What follows belongs to an exercise in optimizing a design on an open flow for small area and a short achievable clock period; a production flow would make more cautious choices. Where RTL was checked, it was by simulation tests only, not by an equivalence proof against the original. For run 2, only the layout was checked, not whether the RTL still works.

==> flow/design.v, too long to show whole: its modules and the start of the top module <==
// module addmuladd_3_stage_signed_18_bit_xor_reduction: 1336 lines
module addmuladd_3_stage_signed_18_bit_xor_reduction(
	input signed [17:0] a,
	input signed [17:0] b,
	input signed [17:0] c,
	input signed [17:0] d,
	output [17:0] out,
	input clk);
  // ...
==> flow/flow/run.sh <==
#!/bin/bash
# The standard layout (standard.sh), with these changes:
#  - after the standard synthesis, inverters around full-adder cells are removed by
#    flipping the polarity of full adders (invopt2.py); registers are not touched;
#  - ports are buffered with buf_1 cells (the resizer upsizes them where timing needs it);
#  - timing repair aims at a larger setup margin than the design's clock needs, so
#    the layout is optimised for the period it achieves.
set -euo pipefail
MARGIN=6.9
R=$PWD/orfs/results/sky130hd/addmuladd_3_stage_signed_18_bit_xor_reduction/base
bash standard.sh $R/1_2_yosys.v > synth.log 2>&1
cp $R/1_2_yosys.v $R/1_2_yosys_std.v
python3 flow/invopt2.py $R/1_2_yosys_std.v $R/1_2_yosys.v > invopt.log 2>&1
bash standard.sh SETUP_SLACK_MARGIN=$MARGIN "BUFFER_PORTS_ARGS=-buffer_cell sky130_fd_sc_hd__buf_1" finish > layout.log 2>&1
==> flow/flow/invopt2.py <==
#!/usr/bin/env python3
"""Global inverter minimisation around full adders in a flat Yosys netlist.

A full adder is self-dual: FA(~a, ~b, ~c) = (~sum, ~cout), so each sky130 fa cell may be
"flipped" (fed the complements of its inputs, giving the complements of its outputs)
without changing the function of the netlist. xor/xnor gates absorb an inverted input
by swapping xor <-> xnor, and an xor/xnor driver can give either polarity the same way.
This script removes every inverter, chooses the flips by local search to need as few
inverters as possible, and puts back one inverter per net that some load needs inverted.
Flip-flops and ports are not changed.
usage: invopt2.py IN.v OUT.v
"""
import re, sys, random

src = open(sys.argv[1]).read()
m_first = re.search(r'^\s*sky130_fd_sc_hd__\w+\s', src, re.M)
m_end = src.rfind('endmodule')
head = src[:m_first.start()]
cell_txt = src[m_first.start():m_end]
assert 'assign' not in cell_txt, 'assign statements are not handled'

cell_re = re.compile(r'(sky130_fd_sc_hd__\w+)\s+(\\\S+\s|\S+)\s*\((.*?)\);', re.S)
pin_re = re.compile(r'\.(\w+)\(\s*(\\\S+\s|[^()\s]+)\s*\)')
OUTPINS = {'X', 'Y', 'Q', 'Q_N', 'SUM', 'COUT', 'HI', 'LO'}

cells = {}
order = []
for m in cell_re.finditer(cell_txt):
    typ, name, body = m.group(1), m.group(2).strip(), m.group(3)
    cells[name] = [typ, {p: n.strip() for p, n in pin_re.findall(body)}]
    order.append(name)

ports_out = set()
for m in re.finditer(r'^\s*output\s+(\[(\d+):(\d+)\]\s*)?(\S+);', head, re.M):
    if m.group(1):
        hi, lo = int(m.group(2)), int(m.group(3))
        for i in range(min(hi, lo), max(hi, lo) + 1): ports_out.add(f"{m.group(4)}[{i}]")
    else:
        ports_out.add(m.group(4))

def kind(t):
    b = re.sub(r'^sky130_fd_sc_hd__', '', t)
    if re.match(r'(clk)?inv(lp)?_\d+$', b): return 'inv'
    if re.match(r'fa_\d+$', b): return 'fa'
    if re.match(r'x(n)?or[23]_\d+$', b): return 'xor'
    return 'other'

TOGGLE = {}
for k in ('2', '3'):
    for sz in ('1', '2', '4'):
        TOGGLE[f'sky130_fd_sc_hd__xor{k}_{sz}'] = f'sky130_fd_sc_hd__xnor{k}_{sz}'
        TOGGLE[f'sky130_fd_sc_hd__xnor{k}_{sz}'] = f'sky130_fd_sc_hd__xor{k}_{sz}'
def outpin(t): return 'Y' if re.match(r'sky130_fd_sc_hd__xnor2_', t) else 'X'

# inverters that drive ports stay as ordinary cells
invs = {n for n, (t, p) in cells.items() if kind(t) == 'inv' and p['Y'] not in ports_out}
for n, (t, p) in cells.items():
    if kind(t) == 'xor': assert t in TOGGLE, t
driver = {}
for n, (t, p) in cells.items():
    for pin, net in p.items():
        if pin in OUTPINS: driver[net] = (n, pin)

def resolve(net):
    par = 0
    while net in driver and driver[net][0] in invs:
        net = cells[driver[net][0]][1]['A']; par ^= 1
    return net, par

# sinks per root: (cell, pin, parity); ports as (None, net, parity)
sinks = {}
for n, (t, p) in cells.items():
    if n in invs: continue
    for pin, net in p.items():
        if pin in OUTPINS: continue
        r, q = resolve(net)
        sinks.setdefault(r, []).append((n, pin, q))
for net in ports_out:
    r, q = resolve(net)
    if r != net or net not in driver:
        sinks.setdefault(r, []).append((None, net, q))

fas = [n for n in order if kind(cells[n][0]) == 'fa']
pinned = set()
for f in fas:
    for pin in ('SUM', 'COUT'):
        if cells[f][1][pin] in ports_out: pinned.add(f)
phi = {f: 0 for f in fas}

def root_drv(r):
    d = driver.get(r)
    return d[0] if d else None

def root_cost(r):
    d = root_drv(r)
    pd = phi.get(d, 0) if d else 0
    s0 = s1 = False
    for (c, pin, q) in sinks.get(r, []):
        if c is not None and kind(cells[c][0]) == 'xor': continue
        need = q ^ (phi.get(c, 0) if c else 0) ^ pd
        if need: s1 = True
        else: s0 = True
    if d and kind(cells[d][0]) == 'xor' and r not in ports_out:
        return 1 if (s0 and s1) else 0
    return 1 if s1 else 0

roots = set(sinks)
fa_roots = {}
for f in fas:
    rs = set()
    t, p = cells[f]
    for pin, net in p.items():
        rs.add(resolve(net)[0] if pin not in OUTPINS else net)
    fa_roots[f] = [r for r in rs if r in roots]

def total():
    return sum(root_cost(r) for r in roots)

def delta(f):
    rs = fa_roots[f]
    b = sum(root_cost(r) for r in rs)
    phi[f] ^= 1
    a = sum(root_cost(r) for r in rs)
    phi[f] ^= 1
    return a - b

def descend():
    improved = True
    while improved:
        improved = False
        for f in fas:
            if f in pinned: continue
            if delta(f) < 0:
                phi[f] ^= 1; improved = True

before = len(invs)
descend()
best = dict(phi); best_cost = total()
rng = random.Random(1)
for it in range(60):
    phi.update(best)
    for f in rng.sample(fas, max(1, len(fas) // 10)):
        if f not in pinned: phi[f] ^= 1
    descend()
    c = total()
    if c < best_cost:
        best, best_cost = dict(phi), c
phi.update(best)

# rebuild
for n in invs: del cells[n]
new_wires = []
cnt = [0]
for r in sorted(roots):
    d = root_drv(r)
    pd = phi.get(d, 0) if d else 0
    need = []
    for (c, pin, q) in sinks[r]:
        nd = q ^ (phi.get(c, 0) if c else 0) ^ pd
        need.append((c, pin, nd))
    nonx = [x for x in need if x[0] is None or kind(cells[x[0]][0]) != 'xor']
    if d and kind(cells[d][0]) == 'xor' and r not in ports_out and nonx and all(x[2] for x in nonx):
        # give the inverted polarity at the driver
        t = cells[d][0]; o = outpin(t)
        cells[d][0] = TOGGLE[t]; del cells[d][1][o]; cells[d][1][outpin(cells[d][0])] = r
        need = [(c, pin, nd ^ 1) for (c, pin, nd) in need]
    rn = None
    for (c, pin, nd) in need:
        if c is not None and kind(cells[c][0]) == 'xor':
            cells[c][1][pin] = r
            if nd:
                t = cells[c][0]; o = outpin(t); on = cells[c][1].pop(o)
                cells[c][0] = TOGGLE[t]; cells[c][1][outpin(cells[c][0])] = on
            continue
        if c is None:
            # output port: its net must carry the value
            if nd == 0 and pin == r: continue
            cnt[0] += 1
            if nd:
                cells[f"_invopt_cell_{cnt[0]}_"] = ['sky130_fd_sc_hd__inv_1', {'A': r, 'Y': pin}]
            else:
                cells[f"_invopt_cell_{cnt[0]}_"] = ['sky130_fd_sc_hd__buf_1', {'A': r, 'X': pin}]
            order.append(f"_invopt_cell_{cnt[0]}_")
            continue
        if nd:
            if rn is None:
                cnt[0] += 1
                rn = f"_invopt_n{cnt[0]}_"
                new_wires.append(rn)
                cells[f"_invopt_cell_{cnt[0]}_"] = ['sky130_fd_sc_hd__inv_1', {'A': r, 'Y': rn}]
                order.append(f"_invopt_cell_{cnt[0]}_")
            cells[c][1][pin] = rn
        else:
            cells[c][1][pin] = r
after = sum(1 for t, p in cells.values() if kind(t) == 'inv')
sys.stderr.write(f"invopt2: inverters {before} -> {after} (flipped {sum(phi.values())} of {len(fas)} full adders)\n")

def fmt(n): return n + ' ' if n.startswith('\\') else n
out = [head.rstrip('\n') + '\n']
for w in new_wires: out.append(f"  wire {w};\n")
for name in order:
    if name not in cells: continue
    typ, pins = cells[name]
    pl = ",\n".join(f"    .{p}({fmt(n)})" for p, n in pins.items())
    out.append(f"  {typ} {fmt(name)} (\n{pl}\n  );\n")
out.append("endmodule\n")
open(sys.argv[2], 'w').write(''.join(out))
==> flow/standard.sh <==
#!/bin/bash
# synth_recipe.tcl (not shown) runs the flow's synth.tcl, then flattens the netlist and writes it again
# the make line also repeats each setting of config.mk as NAME=value (left out here)
make -C /OpenROAD-flow-scripts/flow DESIGN_CONFIG=/design/flow/config.mk WORK_HOME=/design/flow/orfs CLKGATE_MAP_FILE= SYNTH_SCRIPT=/design/flow/synth_recipe.tcl "${@:-finish}"
==> flow/config.mk <==
export PLATFORM = sky130hd
export DESIGN_NAME = addmuladd_3_stage_signed_18_bit_xor_reduction
export DESIGN_NICKNAME = addmuladd_3_stage_signed_18_bit_xor_reduction
export VERILOG_FILES = /design/flow/design.v
export SDC_FILE = /design/flow/constraint.sdc
export NUM_CORES = 4
export LEC_CHECK = 0
export ABC_AREA = 1
export CAP_MARGIN = 20
export CORE_MARGIN = 2
export CORE_UTILIZATION = 40
export CTS_BUF_LIST = sky130_fd_sc_hd__clkbuf_4 sky130_fd_sc_hd__clkbuf_8
export SLEW_MARGIN = 20
==> flow/constraint.sdc <==
create_clock -name core_clock -period 10.0 [get_ports {clk}]
set_input_delay 2.0000 -clock core_clock [delete_from_list [all_inputs] [get_ports {clk}]]
set_output_delay 2.0000 -clock core_clock [all_outputs]
set_load 0.01 [all_outputs]
==> results.sh, run 1 <==
export IMPL_critPathBufInv=1
export IMPL_track_usage_pct=20.7
export IMPL_crit_path_max_incr_delay_ns=0.32
export IMPL_fmax_mhz=325
export IMPL_overflow=0
export IMPL_report_final_slew_viol_count=0
export IMPL_n_antenna_cell=0
export IMPL_r2r_end="q_r[42]"
export IMPL_end_kind="output port"
export IMPL_status="finished clean"
export IMPL_crit_slowest_cell="dfxtp_2"
export IMPL_final_clk_cell_share_pct=2.82
export IMPL_grt_util_met2_pct=34.0
export IMPL_layout_nets=1758
export IMPL_cts_resized_gates=51
export IMPL_grt_pass1_wl_mm=53.6
export IMPL_post_dp_cell_area_um2=13200
export IMPL_ios=91
export IMPL_design_area_um2=14000
export IMPL_seq_cells=150
export IMPL_initial_utilization_pct=40.6
export IMPL_wl_met1_mm=14.3
==> run 2: changes to the inputs <==
--- a/flow/design.v
+++ b/flow/design.v
@@ -1322,15 +1322,14 @@
 	wire qkp15 = qkp8 & qkp6;
 	wire qk16 = qk11 | (qkp11 & qG0_3);
 	wire qk17 = qk12 | (qkp12 & qk1);
 	wire qk18 = qk13 | (qkp13 & qk9);
 	wire qk19 = qk14 | (qkp14 & qk10);
 	wire qk20 = qk15 | (qkp15 & qk11);
 	wire qkp20 = qkp15 & qkp11;
 	wire qk21 = qk20 | (qkp20 & qG0_3);
-	reg [1:0] par_r;
+	reg [0:0] par_r;
 	always @(posedge clk) begin
-		par_r[0] <= (qG0_3 & qhd_1) ^ (qk9 & qhd_3) ^ (qk16 & qhd_5) ^ (qk18 & qhd_7) ^ qp[0] ^ qp[1] ^ qp[2] ^ qp[3] ^ qp[4] ^ qp[5] ^ qp[6] ^ qp[7] ^ qp[8] ^ qp[9] ^ qp[10] ^ qp[11] ^ qp[12] ^ qp[13] ^ qp[14] ^ qp[15] ^ qp[16] ^ qp[17] ^ qp[18] ^ qp[19] ^ qp[20] ^ qp[21] ^ qp[22];
-		par_r[1] <= (qk1 & qhd_2) ^ (qk10 & qhd_4) ^ (qk17 & qhd_6) ^ (qk19 & qhd_8) ^ qp[23] ^ qp[24] ^ qp[25] ^ qp[26] ^ qp[27] ^ qp[28] ^ qp[29] ^ qp[30] ^ qp[31] ^ qp[32] ^ qp[33] ^ qp[34] ^ qp[35] ^ qh0_0 ^ qh0_1 ^ qh0_2 ^ qh0_3 ^ qh0_4 ^ qh0_5 ^ qh0_6 ^ qh0_7 ^ qh0_8;
+		par_r[0] <= (qG0_3 & qhd_1) ^ (qk1 & qhd_2) ^ (qk9 & qhd_3) ^ (qk10 & qhd_4) ^ (qk16 & qhd_5) ^ (qk17 & qhd_6) ^ (qk18 & qhd_7) ^ (qk19 & qhd_8) ^ qp[0] ^ qp[1] ^ qp[2] ^ qp[3] ^ qp[4] ^ qp[5] ^ qp[6] ^ qp[7] ^ qp[8] ^ qp[9] ^ qp[10] ^ qp[11] ^ qp[12] ^ qp[13] ^ qp[14] ^ qp[15] ^ qp[16] ^ qp[17] ^ qp[18] ^ qp[19] ^ qp[20] ^ qp[21] ^ qp[22] ^ qp[23] ^ qp[24] ^ qp[25] ^ qp[26] ^ qp[27] ^ qp[28] ^ qp[29] ^ qp[30] ^ qp[31] ^ qp[32] ^ qp[33] ^ qp[34] ^ qp[35] ^ qh0_0 ^ qh0_1 ^ qh0_2 ^ qh0_3 ^ qh0_4 ^ qh0_5 ^ qh0_6 ^ qh0_7 ^ qh0_8;
 	end
 	assign out = {17'd0, ^par_r};
 endmodule
==> results.sh, run 2 <==
export IMPL_grt_pass1_vias=9913
export IMPL_drt_pass1_iterations=5
export IMPL_wl_per_cell_um=17.3
export IMPL_synth_area_per_cell_um2=8.87
export IMPL_largest_register="q_r"
export IMPL_grt_start_max_net_pins=21
export IMPL_tightest_slew_ns=0.671
export IMPL_vias_per_cell=5.20
export IMPL_die_area_um2=33600
export IMPL_num_rows=65
export IMPL_pre_cts_ws_ns=6.50
export IMPL_wl_mm=32.8
export IMPL_core_um2=31600
export IMPL_setup_tns_ns=0
export IMPL_cts_sinks=149
export IMPL_drtIter0Drc=719
export IMPL_fin_crit_sh_pct=30.3
export IMPL_vias=9886
export IMPL_clk_path_buf_depth=2
export IMPL_crit_fanout=18
export IMPL_path_class="register to register"
export IMPL_layout_nets=1794
export IMPL_cp_start_kind="register"
export IMPL_fin_skew_ns=0.0148
export IMPL_hpwl_mm=23.9
export IMPL_portBuffers=73
export IMPL_holdBufCountCts=0
export IMPL_gp_congestion=0.895
export IMPL_report_final_slew_viol_count=0
export IMPL_fmax_mhz=330
export IMPL_drtAntennaViolNets=0
export IMPL_layout_min_cycle_time_ns=3.03
export IMPL_final_cell_mix="186 x nand2_1, 156 x inv_1, 154 x o22ai_1"
export IMPL_required_ns=10.34
export IMPL_n_antenna_cell=0
export IMPL_clkTransAtPathRegs_ns=0.09
export IMPL_synth_area_um2=12900
export IMPL_cts_tree="built"
export IMPL_yosys_warnings=1
export IMPL_status="finished clean"
export IMPL_area_growth_pct=11.7
export IMPL_antenna_found_initial=0
export IMPL_initial_utilization_pct=40.6
export IMPL_ios=91
export IMPL_overflow=0
export IMPL_reg_top3="q_r x77, bn_r x18, c_r x18"
export IMPL_grt_pass1_wl_mm=52.3
export IMPL_synthCells=1450
export IMPL_final_common_cell="nand2_1"
export IMPL_arrival_ns=3.37
export IMPL_ctsRootBufferMaster="clkbuf_8"
export IMPL_drive_gt1_share_pct=12.1
export IMPL_htreeDepth=4
export IMPL_track_usage_pct=20.0
export IMPL_max_cap_violations=0
export IMPL_drcViolationCount=0
export IMPL_clock_latency_ns=0.46
export IMPL_end_kind="register"
export IMPL_die_w_um=183
export IMPL_final_cells=1901
export IMPL_relSlewSlack_pct=55.2
export IMPL_largest_register_ffs=77
export IMPL_rsz0062_at_grt="true"
export IMPL_setup_viol=0
export IMPL_hold_class="register to register"
export IMPL_finalHoldViolations=0
export IMPL_dp_cells=1840
export IMPL_die_h_um=183
export IMPL_worst_slack_ns=6.97
export IMPL_cts_made_buffers=17
export IMPL_hold_slack_ns=0.461
-- run 2: cell types whose count changed in the layout (fill, tap and decap cells not counted), moves of 8 or more --
cell / before / now
nand2_1: 160 / 186
nand3_1: 38 / 28
a21oi_1: 18 / 26
nand3_2: 1 / 9
o21ai_0: 26 / 18
o311ai_0: 9 / 1
-- run 2: final timing paths --
check / start / endpoint / slack, ns / cells after the start
setup / recovery: twon_r[6] / q_r[34] / 6.97 / 6
hold / removal: c_r[0] / q_r[1] / 0.46 / 1
setup reg to reg: twon_r[6] / q_r[34] / 6.97 / 6
hold reg to reg: c_r[0] / q_r[1] / 0.46 / 1
-- run 2: cell type report --
type	count	area, um^2
clock buffer	18	248
clock inverter	13	171
fill	2976	17300
inverter	164	638
multi-input combinational	1047	9150
sequential	149	3100
tap	402	503
timing repair buffer	108	552
-- run 2: metal layers --
layer / vias up / track usage, % / wire length (um)
met3: 63 / 3.75 / 2040
met4: 0 / 7.97 / 969
met5: - / 0 / 0
met1: 4720 / 26.5 / 14500
li1: 4741 / - / -
met2: 362 / 32.3 / 15300
-- run 2: per-stage QoR --
step	util, %	cell area, um^2
after floorplan	-	13000
after global placement	42.0	13300
after detailed placement	42.0	13300
after CTS	43.9	13900
after global routing	45.4	14400
final	45.4	14400
-- run 2: critical path, stage by stage (launching register included) --
cell and delay, ns:
dfxtp_2 0.63, o22ai_1 0.22, xnor2_2 0.24, fa_1 0.47
fa_1 0.41, fa_1 0.53, fa_1 0.40
-- run 2: timing repair --
item                       in CTS  in global routing
pin swaps                       0                 15
setup endpoints to repair      41                 27
gates resized for setup        45                 96
buffers inserted               12                 18

-- separate check: timing with driven ports --
How much do the figures lean on ideal ports? The routed layouts below were timed once more, with nothing changed but the port constraints. Step 1 sets driving cells, clkbuf_16 on the clock port and buf_2 on the other inputs (assumed; they add their load-dependent delay and slew). Step 2 also shifts input and output timing later by t, the mid clock arrival at the registers, as if the neighbouring blocks saw the same clock. Slacks: ideal / step 1 / step 2; pairs: ideal / step 1.
run | t (ns) | slack for setup (ns) | worst hold slack (ns) | worst setup path at the end
run 1 | 0.528 | 6.924 / 6.880 / 6.567 | 0.460 / 0.460 / 0.460 | input to register
run 2 | 0.499 | 6.971 / 6.971 / 6.597 | 0.461 / 0.461 / 0.461 | input to register
After both steps every run listed still meets setup and hold. For run 2, which loses most, drivers alone change the setup slack by 0.000 ns; drivers and shift together by -0.374 ns.
